This is an optimization exercise on Yosys and OpenROAD, whose aim is small area, not a production implementation.
Function was checked by simulation only, so behaviour that the tests miss may differ from the original.
No activity file was given, so power comes from the tool's default toggle rates.

lane 1:
Design pong, start of the top module:
module pong(
  input   logic   CLK_DRV,
  input   logic   FPGA_RESET,
  input   logic   COIN_SW,
  input   logic   SW1A, SW1B,
  input   logic   PAD1_OUT, PAD2_OUT,
  output  logic   PAD_TRG_N,
  output  logic   CSYNC, VIDEO, SCORE,
  output  logic   SOUND
);
Settings: LEC_CHECK=0, CAP_MARGIN=20, CORE_MARGIN=2, CORE_UTILIZATION=40, CTS_BUF_LIST=sky130_fd_sc_hd__clkbuf_4, CTS_CLUSTER_DIAMETER=100, CTS_CLUSTER_SIZE=30, SLEW_MARGIN=20; clock period 20.0 ns.
run.sh (not shown) runs the stock make flow with config.mk's settings and CLKGATE_MAP_FILE= SYNTH_SCRIPT=/design/flow/synth_recipe.tcl, a recipe that flattens the netlist after the stock synthesis.
Per the final summary, lane 1 finished and its layout is clean on timing, DRC and antenna.
Setup changes, lane 1 to lane 2
Settings: a deleted CTS_CLUSTER_DIAMETER that had been 100; a deleted CTS_CLUSTER_SIZE that had been 30; an added ABC_AREA of 1; a deleted CTS_BUF_LIST that had been sky130_fd_sc_hd__clkbuf_4.
==> flow/flow/run.sh (new file) <==
#!/bin/bash
# Standard layout, with two changes: the clock tree is built without dummy
# loads (and with clkbuf_4 buffers), and the port buffers are the smallest buffer.
set -euo pipefail
export CTS_ARGS="-sink_clustering_enable -repair_clock_nets -buf_list sky130_fd_sc_hd__clkbuf_4 -sink_clustering_size 30 -sink_clustering_max_diameter 100 -dont_use_dummy_load"
export BUFFER_PORTS_ARGS="-buffer_cell sky130_fd_sc_hd__buf_1"
bash standard.sh > standard.log 2>&1
==> flow/standard.sh (new file) <==
#!/bin/bash
# synth_recipe.tcl (not shown) runs the flow's synth.tcl, then flattens the netlist and writes it again
# the make line also repeats each setting of config.mk as NAME=value (left out here)
make -C /OpenROAD-flow-scripts/flow DESIGN_CONFIG=/design/flow/config.mk WORK_HOME=/design/flow/orfs CLKGATE_MAP_FILE= SYNTH_SCRIPT=/design/flow/synth_recipe.tcl "${@:-finish}"
removed: flow/run.sh
## What came out
Side by side, met1 track demand over resource in global routing turned out lower in lane 2 than in lane 1.
Re number of gates on the worst path with buffers counted: lane 1 was lower than lane 2.
Leakage power of the design sits higher in lane 2 than in lane 1.
Relative to lane 1, core utilization has decreased by 1.2 points in lane 2.
Lane 2 against lane 1: switching share of power dropped 0.27 points; switching power went down; count of inverters other than clock inverters in the layout rose by 420%; signed area change from the synthesized netlist to the final layout has decreased; first-pass GRT wire length now sits lower.
Comparing clock power for lane 1 and lane 2, the bigger number came from lane 1.
Edits applied to the flow inputs when going from lane 2 to lane 3:
--- a/flow/flow/run.sh
+++ b/flow/flow/run.sh
@@ -2,2 +2,5 @@
-# Standard layout, with two changes: the clock tree is built without dummy
-# loads (and with clkbuf_4 buffers), and the port buffers are the smallest buffer.
+# Standard layout with four changes: the combinational logic is re-mapped for
+# area before global placement (flow/restructure.tcl), combinational cells
+# are sized down to their smallest drive after placement (flow/downsize.tcl),
+# the clock tree is built of clkbuf_4 without dummy loads, and the port
+# buffers are buf_1.
@@ -4,0 +8,2 @@
+export PRE_GLOBAL_PLACE_TCL="$PWD/flow/restructure.tcl"
+export POST_RESIZE_TCL="$PWD/flow/downsize.tcl"
==> flow/flow/downsize.tcl (new file) <==
# Hook run after the placement resizer (POST_RESIZE_TCL). The clock period
# leaves a lot of setup slack, so every combinational cell that synthesis
# mapped at a drive strength above the smallest is swapped for the smallest
# cell of the same function, then slew and capacitance are repaired again
# and timing is recovered where needed.
set n 0
foreach inst [get_cells *] {
  set master [get_property $inst ref_name]
  if { ![regexp {^(sky130_fd_sc_hd__[a-z0-9]+)_([0-9]+)$} $master -> base drive] } { continue }
  if { [regexp {df|dl|clk|tap|fill|decap|conb|diode} $base] } { continue }
  if { $drive <= 1 } { continue }
  foreach d {0 1} {
    if { $d >= $drive } { break }
    set cand [get_lib_cells -quiet */${base}_$d]
    if { [llength $cand] == 0 } { continue }
    if { [lsearch -exact $::env(DONT_USE_CELLS) ${base}_$d] >= 0 } { continue }
    replace_cell $inst [lindex $cand 0]
    incr n
    break
  }
}
puts "downsize: replaced $n cells"
log_cmd estimate_parasitics -placement
log_cmd repair_design -cap_margin 20 -slew_margin 20
log_cmd repair_timing -setup -setup_margin 0
report_design_area
==> flow/flow/restructure.tcl (new file) <==
# Hook run at the start of global placement, before the ports are buffered
# (PRE_GLOBAL_PLACE_TCL): re-map the combinational logic between the
# registers and ports for area with OpenROAD's restructure (ABC). Registers
# are not touched.
set_dont_use $::env(DONT_USE_CELLS)
set rmp_dir $::env(RESULTS_DIR)/rmp
file mkdir $rmp_dir
set tielo sky130_fd_sc_hd__conb_1/LO
set tiehi sky130_fd_sc_hd__conb_1/HI
report_design_area
log_cmd restructure -target area -liberty_file [lindex $::env(LIB_FILES) 0] \
  -tielo_port $tielo -tiehi_port $tiehi -work_dir $rmp_dir -abc_logfile $rmp_dir/abc.log
report_design_area
--- outcome ---
Going from lane 2 to lane 3, the area growth from synthesis to final layout was found to have gone down by 14 points.
met3 track demand over resource was lower in lane 3 than in lane 2.
| number of diodes | higher: lane 3 |
Power, lane 3 and lane 2: lower on lane 3
On global-route congestion overflow total, lane 3 tracks lane 2 almost exactly.
Of lane 3 and lane 2, the run reporting the lower worst slew margin relative to its limit was lane 2.
Summary of lane 3 over lane 2: cell count decreased 16%, non-clock buffer count went up by 3.
#### Input delta (lane 4 over lane 3)
--- a/flow/flow/restructure.tcl
+++ b/flow/flow/restructure.tcl
@@ -8,2 +8,2 @@
-set tielo sky130_fd_sc_hd__conb_1/LO
-set tiehi sky130_fd_sc_hd__conb_1/HI
+set tielo [join $::env(TIELO_CELL_AND_PORT) /]
+set tiehi [join $::env(TIEHI_CELL_AND_PORT) /]
==> comparison <==
Re multiplexer fraction of the synthesized cell area: no difference whatsoever between lane 4 and lane 3. Going from lane 3 to lane 4, post-synthesis adder-cell area fraction held, number of nets in the synthesized netlist roughly the same, width of the die closely matched the old numbers, synthesized cell count saw little to no change, synthesized area per cell shows no meaningful change. Compound-gate portion of the synthesized area: lane 4 vs lane 3 identical. Status(lane 4) = ERROR, stage = global placement (3_3_place_gp). From lane 3 to lane 4 the numbers moved as follows: mapped cell area now sits at about the same level; async set or reset register ratio after synthesis now sits at about the same level; quantity of I/O buffers inserted on ports now sits lower.


Another version of the RTL of pong (not shown whole).
Size in the first run: about 6000 um^2 of cells after synthesis.
clock: 20.0 ns
lec_check: 0
cap_margin: 20
core_margin: 2
core_utilization: 40
slew_margin: 20
standard.sh (not shown) runs the stock make flow with config.mk's settings and CLKGATE_MAP_FILE= SYNTH_SCRIPT=/design/flow/synth_recipe.tcl, a recipe that flattens the netlist after the stock synthesis.
==> flow/flow/run.sh <==
#!/bin/bash
# Standard layout with four changes: the combinational logic is re-mapped for
# area before global placement (flow/restructure.tcl), combinational cells
# are sized down to their smallest drive after placement (flow/downsize.tcl),
# the clock tree is built of clkbuf_4 without dummy loads, and the port
# buffers are buf_1.
set -euo pipefail
export PRE_GLOBAL_PLACE_TCL="$PWD/flow/restructure.tcl"
export POST_RESIZE_TCL="$PWD/flow/downsize.tcl"
export CTS_ARGS="-sink_clustering_enable -repair_clock_nets -buf_list sky130_fd_sc_hd__clkbuf_4 -sink_clustering_size 30 -sink_clustering_max_diameter 100 -dont_use_dummy_load"
export BUFFER_PORTS_ARGS="-buffer_cell sky130_fd_sc_hd__buf_1"
bash standard.sh > standard.log 2>&1
Other scripts of this flow, unchanged in this note and not shown: flow/flow/downsize.tcl, flow/flow/restructure.tcl
Rerun with:
Settings changed: ABC_AREA set to 1.
Worst setup slack got worse by 1400 ps.
Utilization came out higher by 1.4 points.
Register-to-register slack got worse by 1300 ps.
Via count came out lower by 0.40%.
Critical path depth came out higher by 8.
Rerun with:
==> flow/flow/run.sh (replaced) <==
#!/bin/bash
# Standard layout with four changes: the combinational logic is re-mapped for
# area before global placement (flow/restructure.tcl), combinational cells
# are sized down to their smallest drive after placement (flow/downsize.tcl),
# the clock tree is built of clkbuf_8 without dummy loads, and the port
# buffers are buf_1.
set -euo pipefail
export PRE_GLOBAL_PLACE_TCL="$PWD/flow/restructure.tcl"
export POST_RESIZE_TCL="$PWD/flow/downsize.tcl"
export CTS_ARGS="-sink_clustering_enable -repair_clock_nets -buf_list sky130_fd_sc_hd__clkbuf_8 -sink_clustering_size 16 -sink_clustering_max_diameter 200 -dont_use_dummy_load"
export BUFFER_PORTS_ARGS="-buffer_cell sky130_fd_sc_hd__buf_1"
bash standard.sh > standard.log 2>&1
Result: The changed run produced a clean layout; clock skew came out lower by 12 ps; setup slack got worse by 28 ps; flip-flop and latch count stays the same; sequential power barely changes; total power rose by 12%; wire length is higher by 0.31%; core utilization goes up by 0.75 points; global-route usage hardly moves; critical path depth stays the same; die area is unchanged; non-clock buffer count is unchanged.
Rerun with:
==> flow/flow/run.sh (replaced) <==
#!/bin/bash
# Standard layout with four changes: the combinational logic is re-mapped for
# area before global placement (flow/restructure.tcl), combinational cells
# are sized down to their smallest drive after placement (flow/downsize.tcl),
# the clock tree is built of clkbuf_4 without dummy loads, and the port
# buffers are buf_1.
set -euo pipefail
export PRE_GLOBAL_PLACE_TCL="$PWD/flow/restructure.tcl"
export POST_RESIZE_TCL="$PWD/flow/downsize.tcl"
export CTS_ARGS="-sink_clustering_enable -repair_clock_nets -buf_list sky130_fd_sc_hd__clkbuf_4 -sink_clustering_size 12 -sink_clustering_max_diameter 60 -dont_use_dummy_load"
export BUFFER_PORTS_ARGS="-buffer_cell sky130_fd_sc_hd__buf_1"
bash standard.sh > standard.log 2>&1
Effect: Synthesized cell count does not change. Final area falls by 2.0%. Fmax is about the same. Non-clock buffer count is unchanged. Critical path depth does not change. Worst hold slack degrades by 7.4 ps. Via count rises by 1.9%.


== JK ==
pong with an RTL version that a note above also has.
Size in the first run: about 750 cells after synthesis, ~120 flip-flops, ~12 I/O pins, ~5700 sq um of cells after synthesis.
clock: 20.0 ns
lec_check: 0
abc_area: 1
cap_margin: 20
core_margin: 2
core_utilization: 40
slew_margin: 20
==> flow/flow/run.sh <==
#!/bin/bash
# Standard layout, with two changes: the clock tree is built without dummy
# loads (and with clkbuf_8 buffers), and the port buffers are the smallest buffer.
set -euo pipefail
export CTS_ARGS="-sink_clustering_enable -repair_clock_nets -buf_list sky130_fd_sc_hd__clkbuf_8 -sink_clustering_size 30 -sink_clustering_max_diameter 100 -dont_use_dummy_load"
export BUFFER_PORTS_ARGS="-buffer_cell sky130_fd_sc_hd__buf_1"
bash standard.sh > standard.log 2>&1
## Diff of input files: MS against JK
==> flow/flow/run.sh <==
#!/bin/bash
# Standard layout with three changes: combinational cells are sized down to
# their smallest drive after placement (flow/downsize.tcl), the clock tree is built of
# clkbuf_4 without dummy loads, and the port buffers are buf_1.
set -euo pipefail
export POST_RESIZE_TCL="$PWD/flow/downsize.tcl"
export CTS_ARGS="-sink_clustering_enable -repair_clock_nets -buf_list sky130_fd_sc_hd__clkbuf_4 -sink_clustering_size 30 -sink_clustering_max_diameter 100 -dont_use_dummy_load"
export BUFFER_PORTS_ARGS="-buffer_cell sky130_fd_sc_hd__buf_1"
bash standard.sh > standard.log 2>&1
==> flow/flow/downsize.tcl (new file) <==
# Hook run after the placement resizer (POST_RESIZE_TCL). The clock period
# leaves a lot of setup slack, so every combinational cell that synthesis
# mapped at a drive strength above the smallest is swapped for the smallest
# cell of the same function, then slew and capacitance are repaired again
# and timing is recovered where needed.
set n 0
foreach inst [get_cells *] {
  set master [get_property $inst ref_name]
  if { ![regexp {^(sky130_fd_sc_hd__[a-z0-9]+)_([0-9]+)$} $master -> base drive] } { continue }
  if { [regexp {df|dl|clk|tap|fill|decap|conb|diode} $base] } { continue }
  if { $drive <= 1 } { continue }
  foreach d {0 1} {
    if { $d >= $drive } { break }
    set cand [get_lib_cells -quiet */${base}_$d]
    if { [llength $cand] == 0 } { continue }
    if { [lsearch -exact $::env(DONT_USE_CELLS) ${base}_$d] >= 0 } { continue }
    replace_cell $inst [lindex $cand 0]
    incr n
    break
  }
}
puts "downsize: replaced $n cells"
log_cmd estimate_parasitics -placement
log_cmd repair_design -cap_margin 20 -slew_margin 20
log_cmd repair_timing -setup -setup_margin 0
report_design_area
==> run summary <==
MS vs JK on worst-margin pin slew: MS is the higher one. The total power after layout of MS falls short of that of JK by 9.8%. Taking JK as the reference point, the leakage power summed over all cells of MS falls by about 2.5%. Design area: MS vs JK down 4.0%.
#### Input delta (AL over MS)
==> flow/run.sh (new file) <==
#!/bin/bash
# synth_recipe.tcl (not shown) runs the flow's synth.tcl, then flattens the netlist and writes it again
# the make line also repeats each setting of config.mk as NAME=value (left out here)
make -C /OpenROAD-flow-scripts/flow DESIGN_CONFIG=/design/flow/config.mk WORK_HOME=/design/flow/orfs CLKGATE_MAP_FILE= SYNTH_SCRIPT=/design/flow/synth_recipe.tcl finish
diff --git a/flow/config.mk b/flow/config.mk
--- a/flow/config.mk
+++ b/flow/config.mk
@@ -10,3 +10,6 @@
 export CORE_MARGIN = 2
 export CORE_UTILIZATION = 40
+export CTS_BUF_LIST = sky130_fd_sc_hd__clkbuf_4
+export CTS_CLUSTER_DIAMETER = 100
+export CTS_CLUSTER_SIZE = 30
 export SLEW_MARGIN = 20
removed: flow/flow/run.sh
removed: flow/flow/downsize.tcl
removed: flow/standard.sh
Findings:
Per the final summary, AL finished and its layout is clean on timing, DRC and antenna. Routed wire in AL totals less than in MS. On power density of the placed cells: AL sits above MS. From MS to AL the numbers moved as follows: worst setup slack now smaller, internal portion of total power went up by about 30%, worst stage delay on the critical path went up, fraction of area in multi-input gates now sits lower.
[inputs] TR vs AL
==> flow/flow/run.sh (new file) <==
#!/bin/bash
# Standard layout with three changes: cells are sized down after placement
# where the slack allows (flow/downsize.tcl), the clock tree is built of
# clkbuf_4 without dummy loads, and the port buffers are buf_1.
set -euo pipefail
export POST_RESIZE_TCL="$PWD/flow/downsize.tcl"
export CTS_ARGS="-sink_clustering_enable -repair_clock_nets -buf_list sky130_fd_sc_hd__clkbuf_4 -sink_clustering_size 30 -sink_clustering_max_diameter 100 -dont_use_dummy_load"
export BUFFER_PORTS_ARGS="-buffer_cell sky130_fd_sc_hd__buf_1"
bash standard.sh > standard.log 2>&1
==> flow/flow/downsize.tcl (new file) <==
# Hook run after the placement resizer (POST_RESIZE_TCL): the clock period
# leaves a lot of setup slack, so size cells down where timing allows, then
# repair any slew or capacitance violation this causes.
log_cmd estimate_parasitics -placement
log_cmd repair_timing -setup -recover_power 100 -setup_margin 2
log_cmd estimate_parasitics -placement
log_cmd repair_design -cap_margin 20 -slew_margin 20
report_design_area
==> flow/standard.sh (new file) <==
#!/bin/bash
# synth_recipe.tcl (not shown) runs the flow's synth.tcl, then flattens the netlist and writes it again
# the make line also repeats each setting of config.mk as NAME=value (left out here)
make -C /OpenROAD-flow-scripts/flow DESIGN_CONFIG=/design/flow/config.mk WORK_HOME=/design/flow/orfs CLKGATE_MAP_FILE= SYNTH_SCRIPT=/design/flow/synth_recipe.tcl "${@:-finish}"
diff --git a/flow/config.mk b/flow/config.mk
--- a/flow/config.mk
+++ b/flow/config.mk
@@ -10,6 +10,3 @@
 export CORE_MARGIN = 2
 export CORE_UTILIZATION = 40
-export CTS_BUF_LIST = sky130_fd_sc_hd__clkbuf_4
-export CTS_CLUSTER_DIAMETER = 100
-export CTS_CLUSTER_SIZE = 30
 export SLEW_MARGIN = 20
removed: flow/run.sh
Results
Diff AL -> TR: fraction of standard cell area in multi-input logic +1.9 points, number of gates on the worst path with buffers counted ~0 delta, global-route wire length before repair +440 um. On TR: setup slack of the critical path after layout is 0.57 ns higher than what AL gave. Of AL and TR, AL shows the lower sequential share of layout area, with TR above it. Taking AL over TR, the power ratio works out to 1.3. TR vs AL: clock network power down by more than a quarter.

-- what the ideal ports hide --
The results above use ideal ports. As a check the final layouts listed here were re-extracted and re-timed, cells and wires unchanged.
Step 1, drivers: a clkbuf_16 drives CLK_DRV and a buf_2 each remaining input, both assumed.
Step 2 moves the port delays by t, midway between the first and last clock arrival at a register: inputs arrive t later, outputs are due t later. That takes back most of the time a late clock gives input paths.
a / b / c = ideal ports / drivers / drivers and shift; a / b = the first two.
run | shift t [ns] | slack for setup (ns) | worst setup path after step 2 | worst data-port slew with drivers (ns) | cell pins on the clock port's net
lane 1 | 0.558 | 6.757 / 6.737 / 6.737 | input to output | 0.03 | 1
lane 2 | 0.564 | 7.839 / 7.818 / 7.818 | input to output | 0.03 | 1
lane 3 | 0.551 | 5.867 / 5.847 / 5.847 | input to output | 0.03 | 1
the first run of note 2 | 0.544 | 6.760 / 6.738 / 6.738 | input to output | 0.03 | 1
the second run of note 2 | 0.532 | 5.405 / 5.386 / 5.386 | input to output | 0.04 | 1
the third run of note 2 | 0.453 | 5.377 / 5.358 / 5.358 | input to output | 0.04 | 1
the fourth run of note 2 | 0.532 | 5.405 / 5.386 / 5.386 | input to output | 0.04 | 1
JK | 0.471 | 7.844 / 7.824 / 7.824 | input to output | 0.03 | 1
MS | 0.562 | 7.693 / 7.673 / 7.673 | input to output | 0.03 | 1
AL | 0.583 | 7.099 / 7.078 / 7.078 | input to output | 0.03 | 1
TR | 0.550 | 7.667 / 7.647 / 7.647 | input to output | 0.03 | 1
After both steps every run listed still meets setup and hold. For the first run of note 2, which loses most, drivers alone change the setup slack by -0.022 ns; drivers and shift together by -0.022 ns.
